Background: an optimization exercise with open tools, aiming at small area, a short achievable clock period and few clock cycles. Do not read the settings as production practice.
In this exercise RTL edits were held to simulation tests only and were not proved equivalent to the original.
Power and IR drop assume default switching activity.

==> flow/design.v <==
module riscie(
	input clk,
	input reset,
	output [31:0] imem_addr,
	input [31:0] imem_rdata,
	output [31:0] dmem_addr,
	output [31:0] dmem_wdata,
	output dmem_we,
	input [31:0] dmem_rdata
);
	reg [31:1] pc;
	assign imem_addr = {pc, 1'b0};
	wire [31:0] fi = imem_rdata;
	wire f_beq = fi[6:0] == 7'b1100011 && fi[14:12] == 3'b000;
	wire f_pred = f_beq && (fi[19:15] == fi[24:20] || fi[31]);
	wire [12:1] f_immb = {fi[31], fi[7], fi[30:25], fi[11:8]};
	wire [11:0] f_g = pc[12:1] & f_immb;
	wire [11:0] f_p = pc[12:1] ^ f_immb;
	wire [11:0] fg [0:4];
	wire [11:0] fp [0:4];
	assign fg[0] = f_g;
	assign fp[0] = f_p;
	genvar fk, fj;
	generate
		for (fk = 0; fk < 4; fk = fk + 1) begin : fks
			for (fj = 0; fj < 12; fj = fj + 1) begin : fksbit
				if (fj >= (1 << fk)) begin : fksop
					assign fg[fk+1][fj] = fg[fk][fj] | (fp[fk][fj] & fg[fk][fj - (1 << fk)]);
					assign fp[fk+1][fj] = fp[fk][fj] & fp[fk][fj - (1 << fk)];
				end else begin : fkspass
					assign fg[fk+1][fj] = fg[fk][fj];
					assign fp[fk+1][fj] = fp[fk][fj];
				end
			end
		end
	endgenerate
	wire [11:0] f_lo = f_p ^ {fg[4][10:0], 1'b0};
	wire f_cout = fg[4][11];
	wire [31:13] pc_hi_inc = pc[31:13] + 19'd1;
	wire [31:13] pc_hi_dec = pc[31:13] - 19'd1;
	wire [31:13] f_hi1 = fi[31] ? pc[31:13] : pc_hi_inc;    
	wire [31:13] f_hi0 = fi[31] ? pc_hi_dec : pc[31:13];    
	wire [31:13] f_hi = f_cout ? f_hi1 : f_hi0;
	wire [31:1] f_target = {f_hi, f_lo};
	wire [31:1] pc_plus4 = pc + 31'd2;
	reg [31:0] d_inst;
	reg [31:1] d_alt;    
	reg d_pred, d_valid;
	reg [31:1] d_sel1, d_sel2;   
	wire [4:0] d_rs1 = d_inst[19:15];
	wire [4:0] d_rs2 = d_inst[24:20];
	wire [4:0] d_rd = d_inst[11:7];
	wire [6:0] d_op = d_inst[6:0];
	wire d_isR = d_op == 7'b0110011;
	wire d_isI = d_op == 7'b0010011;
	wire d_isL = d_op == 7'b0000011;
	wire d_isS = d_op == 7'b0100011;
	wire d_isB = d_op == 7'b1100011;
	wire d_we = d_valid && (d_isR || d_isI || d_isL) && d_rd != 5'd0;
	wire d_uses2 = d_isR || d_isS || d_isB;
	reg [31:0] e_a;    
	reg [31:0] e_b;    
	reg [31:0] e_sd;   
	reg [31:1] e_alt;
	reg [4:0] e_rd;
	reg e_fwds, e_sub, e_and, e_or;
	reg e_we, e_ld, e_st, e_br, e_pred;
	reg [31:0] m_res, m_wdata;
	reg [31:0] m_fa, m_fb;   
	reg [4:0] m_rd;
	reg m_we, m_ld, m_st;
	reg [31:0] rf [1:31];
	wire [31:0] wb_data = m_ld ? dmem_rdata : m_res;
	always @(posedge clk)
		if (m_we)
			rf[m_rd] <= wb_data;
	reg [31:0] r1, r2;
	integer i;
	always @(*) begin
		r1 = 32'd0;
		r2 = 32'd0;
		for (i = 1; i < 32; i = i + 1) begin
			r1 = r1 | (rf[i] & {32{d_sel1[i]}});
			r2 = r2 | (rf[i] & {32{d_sel2[i]}});
		end
	end
	wire byp1 = m_we && m_rd == d_rs1;
	wire byp2 = m_we && m_rd == d_rs2;
	wire [31:0] d_a = byp1 ? wb_data : r1;
	wire [31:0] d_b = byp2 ? wb_data : r2;
	reg stall_q;
	wire stall = stall_q;
	wire f_isB = fi[6:0] == 7'b1100011;
	wire f_uses2 = fi[6:0] == 7'b0110011 || f_isB;
	wire stall_next = !stall && d_valid && d_isL && d_rd != 5'd0 &&
		(fi[19:15] == d_rd || (f_uses2 && fi[24:20] == d_rd));
	wire [31:0] d_imm = d_isS ? {{20{d_inst[31]}}, d_inst[31:25], d_inst[11:7]} :
		{{20{d_inst[31]}}, d_inst[31:20]};
	wire d_sub = d_isR && d_inst[30];
	wire [31:0] d_op2 = (d_isR || d_isB) ? d_b : d_imm;
	wire d_fwda = e_we && e_rd == d_rs1;
	wire d_fwdb = e_we && e_rd == d_rs2 && (d_isR || d_isB);
	wire [31:0] x_a = e_a | m_fa;
	wire [31:0] x_b = e_b | m_fb;
	wire [31:0] x_g = x_a & x_b;
	wire [31:0] x_p = x_a ^ x_b;
	wire [31:0] kg [0:5];
	wire [31:0] kp [0:5];
	assign kg[0] = {x_g[31:1], x_g[0] | (x_p[0] & e_sub)};
	assign kp[0] = x_p;
	genvar k, j;
	generate
		for (k = 0; k < 5; k = k + 1) begin : ks
			for (j = 0; j < 32; j = j + 1) begin : ksbit
				if (j >= (1 << k)) begin : ksop
					assign kg[k+1][j] = kg[k][j] | (kp[k][j] & kg[k][j - (1 << k)]);
					assign kp[k+1][j] = kp[k][j] & kp[k][j - (1 << k)];
				end else begin : kspass
					assign kg[k+1][j] = kg[k][j];
					assign kp[k+1][j] = kp[k][j];
				end
			end
		end
	endgenerate
	wire [31:0] x_c = {kg[5][30:0], e_sub};   
	wire x_logic = e_and | e_or;
	wire [31:0] x_lres = e_and ? (x_a & x_b) : (x_a | x_b);
	wire [31:0] x_r0 = x_logic ? x_lres : x_p;
	wire [31:0] x_r1 = x_logic ? x_lres : ~x_p;
	wire [31:0] x_res = (x_c & x_r1) | (~x_c & x_r0);
	wire [31:0] x_fa0 = x_r0 & {32{d_fwda}};
	wire [31:0] x_fa1 = x_r1 & {32{d_fwda}};
	wire [31:0] x_fb0 = (x_r0 ^ {32{d_sub}}) & {32{d_fwdb}};
	wire [31:0] x_fb1 = (x_r1 ^ {32{d_sub}}) & {32{d_fwdb}};
	wire x_eq = x_a == x_b;
	wire [31:0] x_sd = e_fwds ? wb_data : e_sd;
	wire redirect = e_br && (x_eq != e_pred);
	assign dmem_addr = m_res;
	assign dmem_wdata = m_wdata;
	assign dmem_we = m_st;
	always @(posedge clk) begin
		if (reset)
			pc <= 31'd0;
		else if (redirect)
			pc <= e_alt;
		else if (!stall)
			pc <= f_pred ? f_target : pc_plus4;
		stall_q <= !reset && stall_next;
		if (reset || redirect)
			d_valid <= 1'b0;
		else if (!stall)
			d_valid <= 1'b1;
		if (!stall) begin
			d_inst <= fi;
			d_alt <= f_pred ? pc_plus4 : f_target;
			d_pred <= f_pred;
			for (i = 1; i < 32; i = i + 1) begin
				d_sel1[i] <= fi[19:15] == i;
				d_sel2[i] <= fi[24:20] == i;
			end
		end
		e_a <= d_a & {32{!d_fwda}};
		e_b <= (d_op2 ^ {32{d_sub}}) & {32{!d_fwdb}};
		e_sd <= d_b;
		e_alt <= d_alt;
		e_rd <= d_rd;
		e_fwds <= e_we && e_rd == d_rs2;
		e_sub <= d_sub;
		e_and <= d_isR && d_inst[14:12] == 3'b111;
		e_or <= d_isR && d_inst[14:12] == 3'b110;
		e_pred <= d_pred;
		if (reset || redirect || stall || !d_valid) begin
			e_we <= 1'b0;
			e_ld <= 1'b0;
			e_st <= 1'b0;
			e_br <= 1'b0;
		end else begin
			e_we <= d_we;
			e_ld <= d_isL && d_we;
			e_st <= d_isS;
			e_br <= d_isB && d_inst[14:12] == 3'b000;
		end
		m_res <= x_res;
		m_fa <= (x_c & x_fa1) | (~x_c & x_fa0);
		m_fb <= (x_c & x_fb1) | (~x_c & x_fb0);
		m_wdata <= x_sd;
		m_rd <= e_rd;
		if (reset) begin
			m_we <= 1'b0;
			m_ld <= 1'b0;
			m_st <= 1'b0;
		end else begin
			m_we <= e_we;
			m_ld <= e_ld;
			m_st <= e_st;
		end
	end
endmodule
Settings: LEC_CHECK=0, CAP_MARGIN=20, CELL_PAD_IN_SITES_DETAIL_PLACEMENT=1, CORE_MARGIN=2, CORE_UTILIZATION=40, PLACE_DENSITY=0.5, SETUP_SLACK_MARGIN=4.8, SLEW_MARGIN=20; clock period 8.0 ns.
run.sh (not shown) runs the stock make flow with config.mk's settings and CLKGATE_MAP_FILE= SYNTH_SCRIPT=/design/flow/synth_recipe.tcl, a recipe that flattens the netlist after the stock synthesis.
The first run finished clean.
Testbench counts at the start, summed over its fixed seeds: cycles 59,624.
Edit:
- CTS_BUF_LIST: unset -> sky130_fd_sc_hd__clkbuf_8
- CTS_CLUSTER_DIAMETER: unset -> 50
- CTS_CLUSTER_SIZE: unset -> 16
- SETUP_SLACK_MARGIN: 4.8 -> 4.9
Result: Global-route usage rises by 0.19 points; worst hold slack gains 0.0050 ns; critical path depth rises by 1; count of clock-buffer cells in the layout falls by 44; cell count went up by 0.66%; via count hardly moves.
Edit:
- PLACE_DENSITY: 0.5 -> 0.6
- SETUP_SLACK_MARGIN: 4.9 -> 4.8
Outcome: Total power falls by 4.0%; clock-buffer cell count drops by 12; final area came out lower by 1.4%; worst setup slack got worse by 0.14 ns; die area stays the same; cell count shrinks by 1.5%; via count came out higher by 2.6%; fmax drops by 3.9%.
Edit:
- PLACE_DENSITY: 0.6 -> 0.5
=> Worst setup slack improved by 0.023 ns; routed wire length rose by 3.0%; synthesized area does not change; via count fell by 3.1%; total power rose by 3.8%.

## static timing again, ports no longer ideal
Ports are ideal in the flow. The routed layouts listed here were re-timed in OpenROAD. Step 1 sets driving cells, clkbuf_16 on the clock port and buf_2 on the other inputs (assumed; they add their load-dependent delay and slew). Step 2 adds t to the input delays and takes it off the output delays; t is the mean of the earliest and latest rising clock arrival at the registers after step 1. Input paths then give back, and output paths get back, about the clock's delay inside the block. a / b / c = ideal / step 1 / step 2; a / b = the first two.
run	t, ns	slack for setup (ns)	worst setup path after step 2	clock arrival spread, ns
the first run	0.881	4.622 / 4.622 / 3.767	input to register	0.059 / 0.059
the second run	0.996	4.640 / 4.682 / 3.686	input to register	0.074 / 0.073
the third run	1.038	4.504 / 4.504 / 3.522	input to register	0.069 / 0.069
the fourth run	0.984	4.526 / 4.571 / 3.587	input to register	0.077 / 0.077
After both steps setup and hold are still met in every run listed. The setup slack of the third run, which loses most, moves by 0.000 ns with the drivers and by -0.982 ns with both steps.
